Context: an optimization exercise on an open-source flow, tuned for small area. The choices shown serve that exercise and are no tape-out recipe. In this exercise RTL edits were held to simulation tests only and were not proved equivalent to the original. Power figures rest on the tool's default switching activity, not on a simulated workload.

## flow/flow/run.sh

```bash
#!/bin/bash
# The standard layout (the standard.sh), except that ORFS's synthesis maps the
# logic with an area-oriented ABC script (flow/abc_area.script) instead of abc_area.script
# / abc_speed.script, and leaves adders to ABC too (ADDER_MAP_FILE empty: no extract_fa
# into half/full-adder cells). Everything else (synth_recipe.tcl, the flow settings, the
# registers, floorplan, placement, routing) is left as standard.sh has it, except:
#  - the port buffers are sky130_fd_sc_hd__buf_1 (BUFFER_PORTS_ARGS),
#  - CTS inserts no dummy loads and clusters up to 32 sinks per buffer (CTS_ARGS).
set -euo pipefail
D=$(pwd)
sed "s|^source \$::env(SCRIPTS_DIR)/synth_preamble.tcl\$|&\nset abc_args [lreplace \$abc_args 1 1 $D/flow/abc_area.script]|" \
  "$FLOW_HOME/scripts/synth.tcl" > "$D/flow_synth.tcl"
grep -q "abc_args \[lreplace" "$D/flow_synth.tcl"
sed "s|source \$::env(SCRIPTS_DIR)/synth.tcl|source $D/flow_synth.tcl|" synth_recipe.tcl > "$D/my_synth.tcl"
grep -q "flow_synth.tcl" "$D/my_synth.tcl"
sed "s|SYNTH_SCRIPT=[^ ]*|SYNTH_SCRIPT=$D/my_synth.tcl|" standard.sh > "$D/my_standard.sh"
grep -q "SYNTH_SCRIPT=$D/my_synth.tcl" "$D/my_standard.sh"
bash "$D/my_standard.sh" \
  "ADDER_MAP_FILE=" \
  "BUFFER_PORTS_ARGS=-buffer_cell sky130_fd_sc_hd__buf_1" \
  "CTS_ARGS=-sink_clustering_enable -sink_clustering_size 32 -sink_clustering_max_diameter 200 -repair_clock_nets -dont_use_dummy_load" \
  finish > "$D/make.log" 2>&1
```

## flow/flow/abc_area.script

```
&get -n
&st
&dch -f
&nf -a -p -F 8 -A 8 -R 1000
&put
topo
```

## flow/standard.sh

```bash
#!/bin/bash
# synth_recipe.tcl (not shown) runs the flow's synth.tcl, then flattens the netlist and writes it again
# the make line also repeats each setting of config.mk as NAME=value (left out here)
make -C /OpenROAD-flow-scripts/flow DESIGN_CONFIG=/design/flow/config.mk WORK_HOME=/design/flow/orfs CLKGATE_MAP_FILE= SYNTH_SCRIPT=/design/flow/synth_recipe.tcl "${@:-finish}"
```

## flow/config.mk

```make
export PLATFORM = sky130hd
export DESIGN_NAME = mojo_top_0
export DESIGN_NICKNAME = mojo_top_0
export VERILOG_FILES = /design/flow/design.v
export SDC_FILE = /design/flow/constraint.sdc
export NUM_CORES = 4
export LEC_CHECK = 0
export ABC_AREA = 1
export CAP_MARGIN = 20
export CORE_MARGIN = 2
export CORE_UTILIZATION = 40
export GPL_TIMING_DRIVEN = 0
export SLEW_MARGIN = 20
export SYNTH_MEMORY_MAX_BITS = 32768
```

## flow/constraint.sdc

```tcl
create_clock -name core_clock -period 5.0 [get_ports {clk}]
set_input_delay 1.0000 -clock core_clock [delete_from_list [all_inputs] [get_ports {clk}]]
set_output_delay 1.0000 -clock core_clock [all_outputs]
set_load 0.01 [all_outputs]
```

## flow/design.v

```verilog
module hvsync_generator_1(clk, rst, vga_h_sync, vga_v_sync, xq, xr, yq);
input clk;
input rst;
output vga_h_sync, vga_v_sync;
output [7:0] xq;
output [2:0] xr;
output [7:0] yq;
reg [7:0] xq;
reg [2:0] xr;
reg [7:0] yq;
reg [1:0] yr;
wire xr_last = (xr[2] & ~xr[1]);                                   
wire line_end = (xq == 8'd255) & (xr == 3'b000);           
wire frame_end = (yq == 8'd170) & (yr == 2'b01);             
always @(posedge clk)
if (rst) begin
	xq <= 8'd255;                                         
	xr <= 3'b001;
end else begin
	xr <= {xr[1:0], ~xr[2]};
	if (xr_last) xq <= xq + 8'd1;
end
always @(posedge clk)
if (rst | (line_end & frame_end)) begin
	yq <= 8'd0;                                         
	yr <= 2'b00;
end else if (line_end) begin
	yr <= {yr[0], ~(yr[1] | yr[0])};
	if (yr[1]) yq <= yq + 8'd1;
end
wire hs = (xq == 8'd0) |
                 (xq == 8'd1) |
                 (xq == 8'd2) |
                 (xq == 8'd3) |
                 ((xq == 8'd4) & ((xr == 3'b000) | (xr == 3'b001) | (xr == 3'b011))) |
                 ((xq == 8'd255) & ((xr == 3'b001) | (xr == 3'b011) | (xr == 3'b111) | (xr == 3'b110) | (xr == 3'b100)));       
wire vs = (yq == 8'd166) & (yr == 2'b10);                    
reg vga_HS, vga_VS;
always @(posedge clk)
begin
	vga_HS <= hs;
	vga_VS <= vs;
end
assign vga_h_sync = ~vga_HS;
assign vga_v_sync = ~vga_VS;
endmodule
module bannerdraw_3 (
    input [7:0] xq,
    input [2:0] xr,
    input [7:0] yq,
    output out
  );
  wire new_n21, new_n22, new_n23, new_n24, new_n25, new_n26, new_n27,
    new_n28, new_n29, new_n30, new_n31, new_n32, new_n33, new_n34, new_n35,
    new_n36, new_n37, new_n38, new_n39, new_n40, new_n41, new_n42, new_n43,
    new_n44, new_n45, new_n46, new_n47, new_n48, new_n49, new_n50, new_n51,
    new_n52, new_n53, new_n54, new_n55, new_n56, new_n57, new_n58, new_n59,
    new_n60, new_n61, new_n62, new_n63, new_n64, new_n65, new_n66, new_n67,
    new_n68, new_n69, new_n70, new_n71, new_n72, new_n73, new_n74, new_n75,
    new_n76, new_n77, new_n78, new_n79, new_n80, new_n81, new_n82, new_n83,
    new_n84, new_n85, new_n86, new_n87, new_n88, new_n89, new_n90, new_n91,
    new_n92, new_n93, new_n94, new_n95, new_n96, new_n97, new_n98, new_n99,
    new_n100, new_n101, new_n102, new_n103, new_n104, new_n105, new_n106,
    new_n107, new_n108, new_n109, new_n110, new_n111, new_n112, new_n113,
    new_n114, new_n115, new_n116, new_n117, new_n118, new_n119, new_n120,
    new_n121, new_n122, new_n123, new_n124, new_n125, new_n126, new_n127,
    new_n128, new_n129, new_n130, new_n131, new_n132, new_n133, new_n134,
    new_n135, new_n136, new_n137, new_n138, new_n139, new_n140, new_n141,
    new_n142, new_n143, new_n144, new_n145, new_n146, new_n147, new_n148,
    new_n149, new_n150, new_n151, new_n152, new_n153, new_n154, new_n155,
    new_n156, new_n157, new_n158, new_n159, new_n160, new_n161, new_n162,
    new_n163, new_n164, new_n165, new_n166, new_n167, new_n168, new_n169,
    new_n170, new_n171, new_n172, new_n173, new_n174, new_n175, new_n176,
    new_n177, new_n178, new_n179, new_n180, new_n181, new_n182, new_n183,
    new_n184, new_n185, new_n186, new_n187, new_n188, new_n189, new_n190,
    new_n191, new_n192, new_n193, new_n194, new_n195, new_n196, new_n197,
    new_n198, new_n199, new_n200, new_n201, new_n202, new_n203, new_n204,
    new_n205, new_n206, new_n207, new_n208, new_n209, new_n210, new_n211,
    new_n212, new_n213, new_n214, new_n215, new_n216, new_n217, new_n218,
    new_n219, new_n220, new_n221, new_n222, new_n223, new_n224, new_n225,
    new_n226, new_n227, new_n228, new_n229, new_n230, new_n231, new_n232,
    new_n233, new_n234, new_n235, new_n236, new_n237, new_n238, new_n239,
    new_n240, new_n241, new_n242, new_n243, new_n244, new_n245, new_n246,
    new_n247, new_n248, new_n249, new_n250, new_n251, new_n252, new_n253,
    new_n254, new_n255, new_n256, new_n257, new_n258, new_n259, new_n260,
    new_n261, new_n262, new_n263, new_n264, new_n265, new_n266, new_n267,
    new_n268, new_n269, new_n270, new_n271, new_n272, new_n273, new_n274,
    new_n275, new_n276, new_n277, new_n278, new_n279, new_n280, new_n281,
    new_n282, new_n283, new_n284, new_n285, new_n286, new_n287, new_n288,
    new_n289, new_n290, new_n291, new_n292, new_n293, new_n294, new_n295,
    new_n296, new_n297, new_n298, new_n299, new_n300, new_n301, new_n302,
    new_n303, new_n304, new_n305, new_n306, new_n307, new_n308, new_n309,
    new_n310, new_n311, new_n312, new_n313, new_n314, new_n315, new_n316,
    new_n317, new_n318, new_n319, new_n320, new_n321, new_n322, new_n323,
    new_n324, new_n325, new_n326, new_n327, new_n328, new_n329, new_n330,
    new_n331, new_n332, new_n333, new_n334, new_n335, new_n336, new_n337,
    new_n338, new_n339, new_n340, new_n341, new_n342, new_n343, new_n344,
    new_n345, new_n346, new_n347, new_n348, new_n349, new_n350, new_n351,
    new_n352, new_n353, new_n354, new_n355, new_n356, new_n357, new_n358,
    new_n359, new_n360, new_n361, new_n362, new_n363, new_n364, new_n365,
    new_n366, new_n367, new_n368, new_n369, new_n370, new_n371, new_n372,
    new_n373, new_n374, new_n375;
  assign new_n21 = xr[2] & ~xr[0];
  assign new_n22 = ~xq[0] & ~new_n21;
  assign new_n23 = xq[0] & new_n21;
  assign new_n24 = ~new_n22 & ~new_n23;
  assign new_n25 = xq[1] & xq[0];
  assign new_n26 = ~xq[1] & ~xq[0];
  assign new_n27 = ~new_n25 & ~new_n26;
  assign new_n28 = ~yq[0] & new_n27;
  assign new_n29 = ~new_n24 & ~new_n28;
  assign new_n30 = xq[3] & ~xq[2];
  assign new_n31 = ~xq[4] & new_n30;
  assign new_n32 = ~new_n24 & new_n27;
  assign new_n33 = ~yq[2] & ~yq[0];
  assign new_n34 = yq[1] & ~new_n33;
  assign new_n35 = ~xq[1] & ~new_n34;
  assign new_n36 = ~yq[1] & ~yq[0];
  assign new_n37 = yq[1] & yq[0];
  assign new_n38 = xq[1] & new_n37;
  assign new_n39 = ~new_n36 & ~new_n38;
  assign new_n40 = ~new_n35 & new_n39;
  assign new_n41 = ~new_n32 & ~new_n40;
  assign new_n42 = new_n31 & ~new_n41;
  assign new_n43 = new_n32 & new_n34;
  assign new_n44 = xq[1] & ~new_n22;
  assign new_n45 = xq[2] & new_n36;
  assign new_n46 = ~new_n33 & ~new_n45;
  assign new_n47 = new_n44 & ~new_n46;
  assign new_n48 = xq[4] & ~xq[3];
  assign new_n49 = ~new_n47 & new_n48;
  assign new_n50 = ~new_n43 & new_n49;
  assign new_n51 = ~new_n42 & ~new_n50;
  assign new_n52 = ~new_n29 & ~new_n51;
  assign new_n53 = yq[2] & yq[1];
  assign new_n54 = xq[1] & ~xq[0];
  assign new_n55 = ~new_n27 & new_n33;
  assign new_n56 = ~new_n54 & ~new_n55;
  assign new_n57 = ~new_n53 & new_n56;
  assign new_n58 = ~new_n25 & new_n53;
  assign new_n59 = ~xq[3] & ~xq[2];
  assign new_n60 = ~xq[4] & new_n59;
  assign new_n61 = ~new_n58 & new_n60;
  assign new_n62 = ~new_n57 & new_n61;
  assign new_n63 = new_n24 & new_n33;
  assign new_n64 = ~new_n32 & ~new_n63;
  assign new_n65 = xq[3] & xq[2];
  assign new_n66 = ~xq[4] & new_n65;
  assign new_n67 = xq[4] & new_n30;
  assign new_n68 = ~new_n66 & ~new_n67;
  assign new_n69 = ~new_n64 & ~new_n68;
  assign new_n70 = ~xq[0] & ~new_n33;
  assign new_n71 = ~xq[3] & xq[2];
  assign new_n72 = ~xq[4] & new_n71;
  assign new_n73 = ~xq[1] & ~xr[1];
  assign new_n74 = ~xr[2] & new_n73;
  assign new_n75 = new_n72 & new_n74;
  assign new_n76 = new_n70 & new_n75;
  assign new_n77 = ~new_n69 & ~new_n76;
  assign new_n78 = ~new_n62 & new_n77;
  assign new_n79 = ~new_n52 & new_n78;
  assign new_n80 = ~xq[6] & ~xq[5];
  assign new_n81 = ~new_n79 & new_n80;
  assign new_n82 = xq[7] & ~new_n81;
  assign new_n83 = ~xq[1] & ~new_n23;
  assign new_n84 = yq[0] & ~new_n23;
  assign new_n85 = ~new_n83 & ~new_n84;
  assign new_n86 = ~new_n32 & ~new_n85;
  assign new_n87 = ~xq[6] & xq[5];
  assign new_n88 = xq[4] & new_n87;
  assign new_n89 = new_n65 & new_n88;
  assign new_n90 = ~new_n86 & new_n89;
  assign new_n91 = ~yq[4] & ~yq[3];
  assign new_n92 = yq[5] & yq[4];
  assign new_n93 = ~yq[2] & ~yq[1];
  assign new_n94 = ~yq[3] & new_n93;
  assign new_n95 = new_n92 & ~new_n94;
  assign new_n96 = ~new_n91 & ~new_n95;
  assign new_n97 = ~new_n22 & ~new_n73;
  assign new_n98 = ~new_n96 & ~new_n97;
  assign new_n99 = ~yq[5] & ~yq[3];
  assign new_n100 = yq[5] & yq[3];
  assign new_n101 = ~new_n99 & ~new_n100;
  assign new_n102 = yq[0] & new_n93;
  assign new_n103 = new_n101 & new_n102;
  assign new_n104 = xq[1] & new_n23;
  assign new_n105 = new_n103 & new_n104;
  assign new_n106 = ~yq[5] & ~yq[1];
  assign new_n107 = yq[5] & yq[1];
  assign new_n108 = ~new_n106 & ~new_n107;
  assign new_n109 = new_n33 & new_n101;
  assign new_n110 = ~new_n108 & new_n109;
  assign new_n111 = new_n24 & new_n110;
  assign new_n112 = ~new_n105 & ~new_n111;
  assign new_n113 = ~new_n98 & new_n112;
  assign new_n114 = new_n90 & ~new_n113;
  assign new_n115 = yq[4] & yq[3];
  assign new_n116 = ~new_n33 & ~new_n93;
  assign new_n117 = new_n115 & new_n116;
  assign new_n118 = ~yq[0] & new_n93;
  assign new_n119 = new_n91 & new_n118;
  assign new_n120 = ~new_n117 & ~new_n119;
  assign new_n121 = new_n106 & ~new_n120;
  assign new_n122 = ~yq[5] & ~yq[4];
  assign new_n123 = ~new_n92 & ~new_n122;
  assign new_n124 = new_n33 & new_n123;
  assign new_n125 = ~new_n108 & new_n124;
  assign new_n126 = ~new_n121 & ~new_n125;
  assign new_n127 = ~xq[1] & new_n22;
  assign new_n128 = new_n126 & ~new_n127;
  assign new_n129 = yq[3] & yq[2];
  assign new_n130 = ~yq[0] & new_n129;
  assign new_n131 = new_n108 & new_n130;
  assign new_n132 = ~yq[4] & new_n131;
  assign new_n133 = new_n128 & ~new_n132;
  assign new_n134 = yq[4] & new_n131;
  assign new_n135 = ~yq[1] & yq[0];
  assign new_n136 = new_n129 & new_n135;
  assign new_n137 = ~new_n134 & ~new_n136;
  assign new_n138 = ~new_n128 & new_n137;
  assign new_n139 = ~new_n44 & ~new_n138;
  assign new_n140 = ~new_n133 & new_n139;
  assign new_n141 = ~new_n53 & ~new_n120;
  assign new_n142 = new_n104 & new_n141;
  assign new_n143 = yq[3] & new_n37;
  assign new_n144 = yq[5] & ~yq[2];
  assign new_n145 = ~yq[5] & yq[2];
  assign new_n146 = ~new_n144 & ~new_n145;
  assign new_n147 = new_n143 & new_n146;
  assign new_n148 = new_n120 & ~new_n147;
  assign new_n149 = new_n143 & new_n148;
  assign new_n150 = new_n44 & new_n149;
  assign new_n151 = ~new_n142 & ~new_n150;
  assign new_n152 = ~new_n140 & new_n151;
  assign new_n153 = new_n31 & ~new_n152;
  assign new_n154 = yq[2] & new_n37;
  assign new_n155 = ~new_n93 & new_n115;
  assign new_n156 = ~new_n154 & new_n155;
  assign new_n157 = new_n34 & new_n156;
  assign new_n158 = ~new_n108 & new_n130;
  assign new_n159 = new_n32 & ~new_n158;
  assign new_n160 = ~yq[4] & new_n136;
  assign new_n161 = xq[1] & new_n24;
  assign new_n162 = ~new_n160 & new_n161;
  assign new_n163 = ~new_n159 & ~new_n162;
  assign new_n164 = ~new_n157 & ~new_n163;
  assign new_n165 = new_n83 & new_n148;
  assign new_n166 = yq[2] & new_n115;
  assign new_n167 = ~yq[1] & new_n166;
  assign new_n168 = new_n104 & ~new_n136;
  assign new_n169 = ~new_n167 & new_n168;
  assign new_n170 = new_n72 & ~new_n169;
  assign new_n171 = ~new_n165 & new_n170;
  assign new_n172 = ~new_n164 & new_n171;
  assign new_n173 = new_n104 & new_n148;
  assign new_n174 = new_n108 & new_n109;
  assign new_n175 = ~new_n83 & ~new_n104;
  assign new_n176 = ~new_n174 & new_n175;
  assign new_n177 = new_n83 & ~new_n103;
  assign new_n178 = new_n60 & ~new_n177;
  assign new_n179 = ~new_n176 & new_n178;
  assign new_n180 = ~new_n173 & new_n179;
  assign new_n181 = ~xq[5] & ~new_n180;
  assign new_n182 = ~new_n172 & new_n181;
  assign new_n183 = ~new_n153 & new_n182;
  assign new_n184 = new_n27 & ~new_n149;
  assign new_n185 = new_n26 & ~new_n166;
  assign new_n186 = new_n126 & new_n185;
  assign new_n187 = ~new_n184 & ~new_n186;
  assign new_n188 = ~new_n157 & ~new_n187;
  assign new_n189 = new_n25 & ~new_n131;
  assign new_n190 = ~new_n167 & new_n189;
  assign new_n191 = ~new_n188 & ~new_n190;
  assign new_n192 = new_n71 & ~new_n191;
  assign new_n193 = ~xq[0] & yq[1];
  assign new_n194 = ~yq[4] & ~new_n193;
  assign new_n195 = yq[2] & ~new_n194;
  assign new_n196 = ~new_n148 & ~new_n195;
  assign new_n197 = new_n158 & new_n195;
  assign new_n198 = new_n65 & ~new_n197;
  assign new_n199 = ~new_n196 & new_n198;
  assign new_n200 = ~xq[0] & new_n132;
  assign new_n201 = xq[0] & new_n160;
  assign new_n202 = new_n30 & ~new_n201;
  assign new_n203 = ~new_n200 & new_n202;
  assign new_n204 = new_n108 & new_n124;
  assign new_n205 = xq[0] & ~xr[2];
  assign new_n206 = ~xr[0] & new_n205;
  assign new_n207 = new_n59 & ~new_n206;
  assign new_n208 = ~new_n204 & new_n207;
  assign new_n209 = ~xq[0] & new_n59;
  assign new_n210 = new_n21 & new_n209;
  assign new_n211 = ~xq[1] & ~new_n210;
  assign new_n212 = ~new_n208 & new_n211;
  assign new_n213 = ~new_n203 & new_n212;
  assign new_n214 = ~new_n199 & new_n213;
  assign new_n215 = xq[3] & new_n158;
  assign new_n216 = new_n120 & ~new_n215;
  assign new_n217 = xq[0] & ~new_n216;
  assign new_n218 = new_n102 & new_n123;
  assign new_n219 = new_n59 & ~new_n218;
  assign new_n220 = ~xq[0] & new_n136;
  assign new_n221 = new_n30 & ~new_n166;
  assign new_n222 = ~new_n220 & new_n221;
  assign new_n223 = ~new_n219 & ~new_n222;
  assign new_n224 = ~new_n217 & ~new_n223;
  assign new_n225 = ~xq[0] & ~new_n37;
  assign new_n226 = ~new_n120 & new_n225;
  assign new_n227 = new_n65 & ~new_n174;
  assign new_n228 = ~new_n226 & new_n227;
  assign new_n229 = xq[1] & ~new_n228;
  assign new_n230 = ~new_n224 & new_n229;
  assign new_n231 = ~new_n214 & ~new_n230;
  assign new_n232 = xq[4] & ~new_n231;
  assign new_n233 = ~new_n192 & new_n232;
  assign new_n234 = ~new_n24 & ~new_n141;
  assign new_n235 = ~new_n149 & new_n234;
  assign new_n236 = ~new_n44 & ~new_n235;
  assign new_n237 = ~new_n136 & new_n236;
  assign new_n238 = ~new_n104 & ~new_n218;
  assign new_n239 = new_n120 & new_n238;
  assign new_n240 = ~new_n237 & ~new_n239;
  assign new_n241 = new_n128 & ~new_n240;
  assign new_n242 = ~new_n128 & ~new_n236;
  assign new_n243 = new_n104 & ~new_n124;
  assign new_n244 = new_n66 & ~new_n243;
  assign new_n245 = ~new_n242 & new_n244;
  assign new_n246 = ~new_n241 & new_n245;
  assign new_n247 = ~new_n233 & ~new_n246;
  assign new_n248 = new_n183 & new_n247;
  assign new_n249 = new_n25 & new_n96;
  assign new_n250 = new_n54 & ~new_n110;
  assign new_n251 = ~xq[1] & ~new_n103;
  assign new_n252 = new_n60 & ~new_n251;
  assign new_n253 = ~new_n250 & new_n252;
  assign new_n254 = ~new_n249 & new_n253;
  assign new_n255 = xq[5] & ~new_n254;
  assign new_n256 = xq[6] & ~new_n255;
  assign new_n257 = ~new_n248 & new_n256;
  assign new_n258 = ~new_n114 & ~new_n257;
  assign new_n259 = yq[4] & new_n116;
  assign new_n260 = yq[6] & ~yq[5];
  assign new_n261 = ~new_n115 & new_n260;
  assign new_n262 = ~new_n259 & new_n261;
  assign new_n263 = ~yq[6] & yq[5];
  assign new_n264 = ~new_n91 & new_n263;
  assign new_n265 = ~new_n262 & ~new_n264;
  assign new_n266 = ~yq[7] & ~new_n265;
  assign new_n267 = ~new_n258 & new_n266;
  assign new_n268 = xq[1] & new_n65;
  assign new_n269 = ~new_n59 & ~new_n268;
  assign new_n270 = ~new_n70 & ~new_n269;
  assign new_n271 = new_n53 & new_n71;
  assign new_n272 = ~new_n59 & ~new_n65;
  assign new_n273 = ~xq[1] & new_n33;
  assign new_n274 = ~new_n70 & ~new_n273;
  assign new_n275 = new_n272 & ~new_n274;
  assign new_n276 = ~new_n271 & ~new_n275;
  assign new_n277 = ~new_n270 & new_n276;
  assign new_n278 = xq[2] & new_n53;
  assign new_n279 = xr[2] & ~xr[1];
  assign new_n280 = xq[0] & new_n279;
  assign new_n281 = ~new_n278 & new_n280;
  assign new_n282 = xq[2] & yq[0];
  assign new_n283 = ~xq[1] & ~new_n282;
  assign new_n284 = ~xq[3] & ~new_n283;
  assign new_n285 = new_n281 & new_n284;
  assign new_n286 = xq[5] & ~new_n285;
  assign new_n287 = ~xq[1] & ~new_n53;
  assign new_n288 = ~xq[3] & ~new_n27;
  assign new_n289 = ~new_n287 & new_n288;
  assign new_n290 = new_n286 & ~new_n289;
  assign new_n291 = ~new_n277 & new_n290;
  assign new_n292 = ~xq[3] & ~xr[0];
  assign new_n293 = new_n26 & ~new_n292;
  assign new_n294 = new_n73 & new_n292;
  assign new_n295 = ~new_n293 & ~new_n294;
  assign new_n296 = ~xq[0] & ~yq[2];
  assign new_n297 = xq[0] & yq[2];
  assign new_n298 = ~new_n296 & ~new_n297;
  assign new_n299 = new_n65 & new_n298;
  assign new_n300 = ~new_n25 & ~new_n70;
  assign new_n301 = ~new_n45 & ~new_n300;
  assign new_n302 = ~new_n56 & new_n301;
  assign new_n303 = new_n272 & ~new_n302;
  assign new_n304 = ~new_n299 & ~new_n303;
  assign new_n305 = new_n295 & ~new_n304;
  assign new_n306 = ~new_n36 & ~new_n37;
  assign new_n307 = new_n209 & new_n306;
  assign new_n308 = ~new_n295 & new_n307;
  assign new_n309 = ~new_n279 & ~new_n308;
  assign new_n310 = ~new_n305 & new_n309;
  assign new_n311 = ~new_n45 & ~new_n65;
  assign new_n312 = ~new_n25 & ~new_n298;
  assign new_n313 = ~new_n311 & new_n312;
  assign new_n314 = ~new_n275 & new_n279;
  assign new_n315 = ~new_n313 & new_n314;
  assign new_n316 = ~new_n286 & ~new_n315;
  assign new_n317 = ~new_n310 & new_n316;
  assign new_n318 = ~new_n291 & ~new_n317;
  assign new_n319 = xq[4] & ~new_n318;
  assign new_n320 = new_n64 & new_n306;
  assign new_n321 = yq[2] & new_n104;
  assign new_n322 = ~xq[2] & ~new_n321;
  assign new_n323 = new_n320 & new_n322;
  assign new_n324 = new_n22 & new_n46;
  assign new_n325 = ~new_n85 & ~new_n324;
  assign new_n326 = ~new_n36 & ~new_n282;
  assign new_n327 = new_n104 & ~new_n326;
  assign new_n328 = ~new_n325 & ~new_n327;
  assign new_n329 = ~new_n323 & new_n328;
  assign new_n330 = ~xq[3] & ~new_n329;
  assign new_n331 = ~yq[1] & new_n23;
  assign new_n332 = ~yq[0] & new_n331;
  assign new_n333 = yq[0] & ~new_n331;
  assign new_n334 = new_n44 & ~new_n333;
  assign new_n335 = ~new_n332 & new_n334;
  assign new_n336 = ~yq[1] & ~new_n282;
  assign new_n337 = ~new_n37 & ~new_n336;
  assign new_n338 = new_n127 & new_n337;
  assign new_n339 = xq[3] & ~new_n338;
  assign new_n340 = ~new_n43 & new_n339;
  assign new_n341 = ~new_n335 & new_n340;
  assign new_n342 = ~new_n330 & ~new_n341;
  assign new_n343 = ~xq[5] & ~new_n342;
  assign new_n344 = ~new_n53 & ~new_n279;
  assign new_n345 = xq[0] & new_n344;
  assign new_n346 = new_n54 & new_n279;
  assign new_n347 = ~new_n345 & ~new_n346;
  assign new_n348 = ~xq[2] & ~new_n347;
  assign new_n349 = xq[2] & ~new_n300;
  assign new_n350 = new_n53 & new_n279;
  assign new_n351 = new_n26 & ~new_n344;
  assign new_n352 = ~new_n350 & new_n351;
  assign new_n353 = new_n25 & ~new_n33;
  assign new_n354 = xq[3] & ~new_n353;
  assign new_n355 = ~new_n352 & new_n354;
  assign new_n356 = ~new_n349 & new_n355;
  assign new_n357 = ~new_n348 & new_n356;
  assign new_n358 = ~xq[1] & ~yq[0];
  assign new_n359 = ~new_n36 & ~new_n279;
  assign new_n360 = new_n70 & new_n359;
  assign new_n361 = ~new_n358 & ~new_n360;
  assign new_n362 = new_n71 & ~new_n281;
  assign new_n363 = ~new_n361 & new_n362;
  assign new_n364 = new_n286 & ~new_n363;
  assign new_n365 = ~new_n357 & new_n364;
  assign new_n366 = ~xq[4] & ~new_n365;
  assign new_n367 = ~new_n343 & new_n366;
  assign new_n368 = ~new_n319 & ~new_n367;
  assign new_n369 = xq[6] & ~new_n368;
  assign new_n370 = new_n90 & ~new_n320;
  assign new_n371 = ~xq[7] & ~new_n370;
  assign new_n372 = ~new_n369 & new_n371;
  assign new_n373 = new_n156 & new_n260;
  assign new_n374 = ~new_n372 & new_n373;
  assign new_n375 = ~new_n267 & ~new_n374;
  assign out = ~new_n82 & ~new_n375;
endmodule
module mojo_top_0(clk, rst, vga_h_sync, vga_v_sync, vga_R, vga_G, vga_B, quadA, quadB);
input clk;
input rst;
output vga_h_sync, vga_v_sync, vga_R, vga_G, vga_B;
input quadA, quadB;
wire [7:0] xq;
wire [2:0] xr;
wire [7:0] yq;
wire out;
hvsync_generator_1 syncgen(.clk(clk), .rst(rst), .vga_h_sync(vga_h_sync), .vga_v_sync(vga_v_sync),
  .xq(xq), .xr(xr), .yq(yq));
bannerdraw_3 banner(.xq(xq), .xr(xr), .yq(yq), .out(out));
reg pix;
always @(posedge clk) pix <= out;
assign vga_R = pix;
assign vga_G = pix;
assign vga_B = pix;
endmodule
```

==> flow_summary_export.csv <==
group,metric,value,unit
run_status,status,"complete, no violations",
cts,cts_resized,0,
cts,clk_latency,0.27,ns
floorplanning,ios,9,
cells_and_area,num_antenna_cells,0,
timing,finalHoldViolCount,0,
cts,post-cts-setup-buffer-count,0,
cts,cts_buffers,3,
global_routing,first_global_vias,2249,
synthesis,seq_area_frac_synth,23.2,%
place,place_congestion,0.950,
global_routing,grt_start_max_net_pins,23,
floorplanning,start_util,41.0,%
timing,maxSlewHeadroom,42.9,%
critical_path,crit_fanout,20,
cts,h-tree-depth,1,
timing,final.setup_skew,0.0106,ns
global_routing,grt_usage,22.3,%
critical_path,crit_arrival,3.81,ns
global_routing,antenna_found_initial,0,
cells_and_area,drive_above_1_share,1.58,%
synthesis,synth_flop_cell,"dfxtp_1",
route,drc,0,
synthesis,synth_top_area_share,23.2,%
pwr,ir_drop,166,µV
cts,hold_buffers,0,
timing,period_needed,3.66,ns
place,hpwlAfterDp,4600,µm
place,io_buffers,6,
timing,rsz0062_at_grt,"false",
timing,max_slew.worst_pin.slew,0.856,ns
synthesis,netlist_instances,307,
pwr,leakage,0.708,nW
floorplanning,die-height,75.9,µm
synthesis,avgSynthCellArea,6.74,µm²
floorplanning,dieArea,0.00577,mm²
route,wirelength,6520,µm
route,first_iter_violations,457,
synthesis,async_flop_share,0,%
route,viasPerCell,6.52,
cts,clk_pin_slew,0.08,ns
synthesis,synth_area,0.00207,mm²
run,drv_cap,0,
cells_and_area,nets,322,
floorplanning,die_w,75.9,µm
timing,period_share,73.1,%
route,post_drt_wl_per_cell,16.9,µm
global_routing,grt_first_pass_wirelength,10800,µm
critical_path,worstSetupPathType,"flop to flop",
cells_and_area,area_growth,7.32,%
cts,clock_tree.buffer_depth,2,
timing,finalSetupViolCount,0,
route,first_pass_iters,5,
cts,cts_tree,"done",
critical_path,startpoint_type,"flop",
synthesis,synthesis.nets,311,
global_routing,gr-total-overflow,0,
timing,fmax,0.274,GHz
synthesis,synth_edf_count,0,
min_path,holdCritPathClass,"flop to flop",
critical_path,endpoint_kind,"flop",
floorplanning,coreArea,0.00504,mm²
route,vias,2515,
place,place_area,0.00218,mm²
synthesis,synthTopCellsByArea,"dfxtp_1 (23%), nor2_1 (8.3%), a21oi_1 (7.3%)",
synthesis,synth_top_cell_by_area,"dfxtp_1",
cts,cts.sinks,24,
cells_and_area,final_util,44.0,%
route,ant_nets,0,
floorplanning,rows,26,
timing,finalSetupTns,0,ns
timing,finalMaxSlewViolations,0,
pwr,powerDensity,184,mW/mm²
critical_path,cp.required,5.15,ns
cts,root_buffer,"clkbuf_8",
synthesis,synth_cell_types,46,
synthesis,yosys_warnings,2,
cells_and_area,fin_area,0.00222,mm²
synthesis,ys_ff_latch,24,
-- final cells by class --
class                      count  area, µm²
buffer                         2       15.0
multi-input combinational    274       1550
fill                         548       2820
tap                           70       87.6
sequential                    24        480
inverter                       7       26.3
timing repair buffer           6       22.5
clock buffer                   3       41.3
-- cell families after synthesis --
group / Yosys count / synth area share (%)
simple gates: 159 / 37.6
flops: 24 / 23.2
buf+inv: 9 / 2.00
mux: 3 / 1.45
xor+xnor: 15 / 6.35
compound gates: 97 / 29.4
-- cell usage in the layout, fill, tap and decap left out, drive strengths merged, types with 3 or more instances in the layout --
cell	synthesis	routed
a32oi	3	3
and3	5	5
or2	3	3
buf	2	8
clkbuf	0	3
xnor2	8	8
o21bai	3	3
a21oi	30	30
nand2	33	33
nand2b	13	13
dfxtp	24	24
nor3	20	20
clkinv	7	7
nand3	12	12
a31oi	7	7
nor2	46	46
mux2i	3	3
o21ai	24	24
nand4	3	3
nor2b	9	9
o22ai	4	4
o32a	3	3
a21o	3	3
xor2	7	7
-- final timing paths --
kind	startpoint	endpoint	slack, ns	depth (start not counted)
worst max-delay path	syncgen.yq[2]	pix	1.34	13
worst max register to register	syncgen.yq[2]	pix	1.34	13
worst min register to register	syncgen.xr[2]	syncgen.xr[0]	0.52	1
worst min-delay path	syncgen.xr[2]	syncgen.xr[0]	0.52	1
-- layer usage --
metal	up-vias	part of all wire, %	track usage, %
met2	156	43	35.1
met5	-	0	0
met1	1163	44	31.2
met3	37	8.7	2.62
li1	1159	-	-
met4	0	4.4	8.91
-- worst max-delay path: stages, from the launching register on --
cell,delay [ns]
dfxtp_1,0.85
nor2_1,0.24
a21oi_1,0.44
clkinv_1,0.19
a31oi_1,0.36
nand3_1,0.20
a31oi_1,0.28
a32oi_1,0.08
o21ai_0,0.27
nand3_1,0.12
a31oi_1,0.21
nor3_1,0.07
a31oi_1,0.16
a21oi_1,0.06
-- sequential cells by signal, indices dropped and copies added, names as in the netlist --
register,cells
syncgen.vga_HS,1
pix,1
syncgen.yq,8
syncgen.xq,8
syncgen.vga_VS,1
syncgen.xr,3
syncgen.yr,2
-- metrics by stage --
step | std cells | hold slack (ns) | power, W | worst slack, ns
detailed placement | 383 | 0.500 | 0.000300 | 1.53
floorplan | 307 | 0.442 | 0.000277 | 2.34
global placement | 383 | 0.499 | 0.000301 | 1.35
CTS | 386 | 0.508 | 0.000409 | 1.51
finish | 386 | 0.516 | 0.000409 | 1.34
global route | 386 | 0.512 | 0.000431 | 1.08
-- synthesized netlist by cell type, drive strengths merged, types with 4 or more instances --
| library cell | count |
|---|---|
| nor2 | 46 |
| nand2 | 33 |
| a21oi | 30 |
| dfxtp | 24 |
| o21ai | 24 |
| nor3 | 20 |
| nand2b | 13 |
| nand3 | 12 |
| nor2b | 9 |
| xnor2 | 8 |
| a31oi | 7 |
| clkinv | 7 |
| xor2 | 7 |
| and3 | 5 |
| o22ai | 4 |
-- where the power goes --
part / leakage, nW / total [W] / internal (W) / switching, W
Clock: 0.0216 / 0.000110 / 0.0000538 / 0.0000566
Combinational: 0.490 / 0.0000794 / 0.0000325 / 0.0000469
Sequential: 0.196 / 0.000219 / 0.000199 / 0.0000205

static timing again, ports no longer ideal:
How much do the figures lean on ideal ports? The routed layout below was timed once more, with nothing changed but the port constraints. Step 1 assumes that a clkbuf_16 drives the clock port and a buf_2 every other input. Step 2 moves the port delays by t, midway between the first and last clock arrival at a register: inputs arrive t later, outputs are due t later. That takes back most of the time a late clock gives input paths. a / b / c = ideal / step 1 / step 2; a / b = the first two.
shift t [ns]: 0.287
setup WS [ns]: 1.344 / 1.344 / 1.344
clock arrival spread, ns: 0.010 / 0.010
worst register clock-pin slew, ns: 0.08 / 0.08
pins driven straight from the clock port: 1
After both steps this run still meets setup and hold. The setup slack of this run moves by 0.000 ns with the drivers and by 0.000 ns with both steps.
